This design comes from an exercise in tuning for small area on the open sky130 flow, not from production work. Function was checked by simulation only, so behaviour that the tests miss may differ from the original. No activity file was given, so power comes from the tool's default toggle rates.

Design DUFT_ap_ctrl_chain, start of the top module:
module DUFT_ap_ctrl_chain(
  input [31:0]      addr,
  input [31:0]      wr_data,
  input [1:0]       rd_wr,
  output [31:0]     ap_return,
  input             ap_rst,
  input             ap_start,
  input             ap_continue,
  input             ap_ce,
  output            ap_idle,
  output            ap_ready,
  output            ap_done,
  input             ap_clk
);
For scale: roughly 660 cells after synthesis, about 110 I/O pins, about 8200 um^2 of cells after synthesis.
==> flow/config.mk <==
export PLATFORM = sky130hd
export DESIGN_NAME = DUFT_ap_ctrl_chain
export DESIGN_NICKNAME = DUFT_ap_ctrl_chain
export VERILOG_FILES = /design/flow/design.v
export SDC_FILE = /design/flow/constraint.sdc
export NUM_CORES = 4
export LEC_CHECK = 0
export CAP_MARGIN = 10
export CORE_MARGIN = 2
export CORE_UTILIZATION = 50
export SLEW_MARGIN = 10
==> flow/constraint.sdc <==
create_clock -name core_clock -period 8.0 [get_ports {ap_clk}]
set_input_delay 1.6000 -clock core_clock [delete_from_list [all_inputs] [get_ports {ap_clk}]]
set_output_delay 1.6000 -clock core_clock [all_outputs]
set_load 0.01 [all_outputs]
standard.sh (not shown) runs the stock make flow with config.mk's settings and CLKGATE_MAP_FILE= SYNTH_SCRIPT=/design/flow/synth_recipe.tcl, a recipe that flattens the netlist after the stock synthesis.
==> flow/flow/run.sh <==
#!/bin/bash
# Layout flow: the standard ORFS flow (standard.sh) with three changes
# that only affect how the layout is made:
#  - synthesis is the standard synthesis script, except that the final
#    ABC technology-mapping call uses an area-oriented script (flow/area.abc);
#    registers are mapped before ABC runs, so they are unchanged;
#  - the port buffers inserted at global placement use sky130 buf_1;
#  - the clock tree uses clkbuf_8 buffers, clusters of at most 16 sinks and
#    no dummy loads.
set -euo pipefail
here=$(pwd)
{
  echo "proc abc {args} {"
  echo "  set i [lsearch \$args -script]"
  echo "  if {\$i >= 0} { set args [lreplace \$args \$i [expr {\$i + 1}] -script $here/flow/area.abc] }"
  echo "  yosys abc {*}\$args"
  echo "}"
  cat "$here/synth_recipe.tcl"
} > "$here/area_synth.tcl"
sed "s#SYNTH_SCRIPT=[^ ]*synth_recipe.tcl#SYNTH_SCRIPT=$here/area_synth.tcl#" standard.sh > area_standard.sh
grep -q area_synth.tcl area_standard.sh
export BUFFER_PORTS_ARGS="-buffer_cell sky130_fd_sc_hd__buf_1"
export CTS_ARGS="-sink_clustering_enable -repair_clock_nets -dont_use_dummy_load -buf_list sky130_fd_sc_hd__clkbuf_8 -sink_clustering_size 14 -sink_clustering_max_diameter 45"
bash area_standard.sh > standard_flow.log 2>&1
==> flow/flow/area.abc <==
strash
dc2
dc2
dch -f
amap
strash
dc2
dc2
dch -f
amap
strash
dc2
dch -f
amap
Then changed:
--- a/flow/flow/run.sh
+++ b/flow/flow/run.sh
@@ -21,4 +21,4 @@
 grep -q area_synth.tcl area_standard.sh
 export BUFFER_PORTS_ARGS="-buffer_cell sky130_fd_sc_hd__buf_1"
-export CTS_ARGS="-sink_clustering_enable -repair_clock_nets -dont_use_dummy_load -buf_list sky130_fd_sc_hd__clkbuf_8 -sink_clustering_size 14 -sink_clustering_max_diameter 45"
+export CTS_ARGS="-sink_clustering_enable -repair_clock_nets -dont_use_dummy_load -buf_list sky130_fd_sc_hd__clkbuf_8 -sink_clustering_size 16 -sink_clustering_max_diameter 60"
 bash area_standard.sh > standard_flow.log 2>&1
CAP_MARGIN = 5   (was 10)
CORE_UTILIZATION = 65   (was 50)
SLEW_MARGIN = 5   (was 10)
Effect:
- The new run finished with timing, DRC and antenna clean
- clock skew drops by 0.020 ns
- total power drops by a few percent
- wire length hardly moves
- synthesized cell count does not change

---

DUFT_ap_ctrl_chain, a different RTL version from the one above (not shown whole).
Size: about 700 cells after synthesis, roughly 220 flip-flops, ~110 I/O pins, roughly 8700 µm² of cells after synthesis.
==> flow/config.mk <==
export PLATFORM = sky130hd
export DESIGN_NAME = DUFT_ap_ctrl_chain
export DESIGN_NICKNAME = DUFT_ap_ctrl_chain
export VERILOG_FILES = /design/flow/design.v
export SDC_FILE = /design/flow/constraint.sdc
export NUM_CORES = 4
export LEC_CHECK = 0
export CAP_MARGIN = 20
export CORE_MARGIN = 2
export CORE_UTILIZATION = 50
export GPL_TIMING_DRIVEN = 0
export SLEW_MARGIN = 20
==> flow/constraint.sdc <==
create_clock -name core_clock -period 8.0 [get_ports {ap_clk}]
set_input_delay 1.6000 -clock core_clock [delete_from_list [all_inputs] [get_ports {ap_clk}]]
set_output_delay 1.6000 -clock core_clock [all_outputs]
set_load 0.01 [all_outputs]
==> flow/flow/run.sh <==
#!/bin/bash
# Layout flow: the standard ORFS flow (standard.sh) with three changes
# that only affect how the layout is made:
#  - synthesis is the standard synthesis script, except that the final
#    ABC technology-mapping call uses an area-oriented script (flow/area.abc);
#    registers are mapped before ABC runs, so they are unchanged;
#  - the port buffers inserted at global placement use sky130 buf_1;
#  - the clock tree uses clkbuf_8 buffers, clusters of at most 16 sinks and
#    no dummy loads.
set -euo pipefail
here=$(pwd)
{
  echo "proc abc {args} {"
  echo "  set i [lsearch \$args -script]"
  echo "  if {\$i >= 0} { set args [lreplace \$args \$i [expr {\$i + 1}] -script $here/flow/area.abc] }"
  echo "  yosys abc {*}\$args"
  echo "}"
  cat "$here/synth_recipe.tcl"
} > "$here/area_synth.tcl"
sed "s#SYNTH_SCRIPT=[^ ]*synth_recipe.tcl#SYNTH_SCRIPT=$here/area_synth.tcl#" standard.sh > area_standard.sh
grep -q area_synth.tcl area_standard.sh
export BUFFER_PORTS_ARGS="-buffer_cell sky130_fd_sc_hd__buf_1"
export CTS_ARGS="-sink_clustering_enable -repair_clock_nets -dont_use_dummy_load -buf_list sky130_fd_sc_hd__clkbuf_8 -sink_clustering_size 16 -sink_clustering_max_diameter 60"
bash area_standard.sh > standard_flow.log 2>&1
Scripts as last shown in full above: flow/flow/area.abc
The starting point completed with no timing, DRC or antenna violations.
Rerun with:
==> flow/flow/run.sh (replaced) <==
#!/bin/bash
# Standard ORFS layout (the standard.sh, standard synthesis), except that
# the port buffers inserted at global placement use the smallest buffer cell.
set -euo pipefail
export BUFFER_PORTS_ARGS="-buffer_cell sky130_fd_sc_hd__buf_1"
bash standard.sh > standard_flow.log 2>&1
Settings changed: CORE_UTILIZATION 50 to 40, CTS_BUF_LIST from default to sky130_fd_sc_hd__clkbuf_4, GPL_TIMING_DRIVEN 0 to default.
removed: flow/flow/area.abc
Result:
- The changed run ran to the end with no violations
- non-clock buffer count falls by 14
- wire length is higher by a few percent
- hold slack gains 0.022 ns
- sequential power rises by a few percent
- sequential cell count stays the same
- count of clock-buffer cells in the layout is higher by 73
- setup slack improved by 2.2 ns
- area after synthesis rose by a few percent
Rerun with:
==> flow/flow/run.sh (replaced) <==
#!/bin/bash
# Layout flow: the standard ORFS flow (standard.sh) with three changes
# that only affect how the layout is made:
#  - synthesis is the standard synthesis script, except that the final
#    ABC technology-mapping call uses an area-oriented script (flow/area.abc);
#    registers are mapped before ABC runs, so they are unchanged;
#  - the port buffers inserted at global placement use sky130 buf_1;
#  - the clock tree uses clkbuf_8 buffers, clusters of at most 16 sinks and
#    no dummy loads.
set -euo pipefail
here=$(pwd)
{
  echo "proc abc {args} {"
  echo "  set i [lsearch \$args -script]"
  echo "  if {\$i >= 0} { set args [lreplace \$args \$i [expr {\$i + 1}] -script $here/flow/area.abc] }"
  echo "  yosys abc {*}\$args"
  echo "}"
  cat "$here/synth_recipe.tcl"
} > "$here/area_synth.tcl"
sed "s#SYNTH_SCRIPT=[^ ]*synth_recipe.tcl#SYNTH_SCRIPT=$here/area_synth.tcl#" standard.sh > area_standard.sh
grep -q area_synth.tcl area_standard.sh
export BUFFER_PORTS_ARGS="-buffer_cell sky130_fd_sc_hd__buf_1"
export CTS_ARGS="-sink_clustering_enable -repair_clock_nets -dont_use_dummy_load -buf_list sky130_fd_sc_hd__clkbuf_8 -sink_clustering_size 16 -sink_clustering_max_diameter 60"
bash area_standard.sh > standard_flow.log 2>&1
==> flow/flow/area.abc (new file) <==
strash
dc2
dc2
dch -f
amap
strash
dc2
dc2
dch -f
amap
strash
dc2
dch -f
amap
Settings changed: CORE_UTILIZATION 40 to 50, CTS_BUF_LIST sky130_fd_sc_hd__clkbuf_4 to default.
Wire length went down by 3.9%.
Core utilization went up by 9.4 points.
Hold slack degrades by 0.021 ns.
Global-route usage went up by 4.6 points.
Rerun with:
==> flow/flow/run.sh (replaced) <==
#!/bin/bash
# Standard ORFS layout (the standard.sh, standard synthesis) with smaller
# port buffers and a clock tree built from small buffers without dummy loads.
set -euo pipefail
export BUFFER_PORTS_ARGS="-buffer_cell sky130_fd_sc_hd__buf_1"
export CTS_ARGS="-sink_clustering_enable -repair_clock_nets -dont_use_dummy_load -buf_list sky130_fd_sc_hd__clkbuf_16 -sink_clustering_size 30 -sink_clustering_max_diameter 80"
bash standard.sh > standard_flow.log 2>&1
removed: flow/flow/area.abc
Via count grows by 1.4%.
Utilization fell by 0.47 points.
Worst setup slack gets better by 2.0 ns.

## what the ideal ports hide
No port has a modelled driver above. Below, the same layouts with a new extraction and two added sets of constraints.
Step 1, drivers: a clkbuf_16 drives ap_clk and a buf_2 each remaining input, both assumed.
Step 2 also shifts input and output timing later by t, the mid clock arrival at the registers, as if the neighbouring blocks saw the same clock.
Three values: ideal, step 1, step 2; two values: the first two.
| run | t (ns) | slack for setup (ns) | worst slew at a driven data input, ns |
|---|---|---|---|
| the first run of note 1 | 0.554 | 2.363 / 2.363 / 2.363 | 0.04 |
| the second run of note 1 | 0.514 | 2.183 / 2.183 / 2.183 | 0.04 |
| the first run of note 2 | 0.537 | 2.104 / 2.104 / 2.104 | 0.04 |
| the second run of note 2 | 0.703 | 4.287 / 4.247 / 4.325 | 0.04 |
| the third run of note 2 | 0.526 | 2.362 / 2.362 / 2.362 | 0.04 |
| the fourth run of note 2 | 0.502 | 4.362 / 4.336 / 4.201 | 0.06 |
After both steps every run listed still meets setup and hold. The setup slack of the fourth run of note 2, which loses most, moves by -0.026 ns with the drivers and by -0.161 ns with both steps.
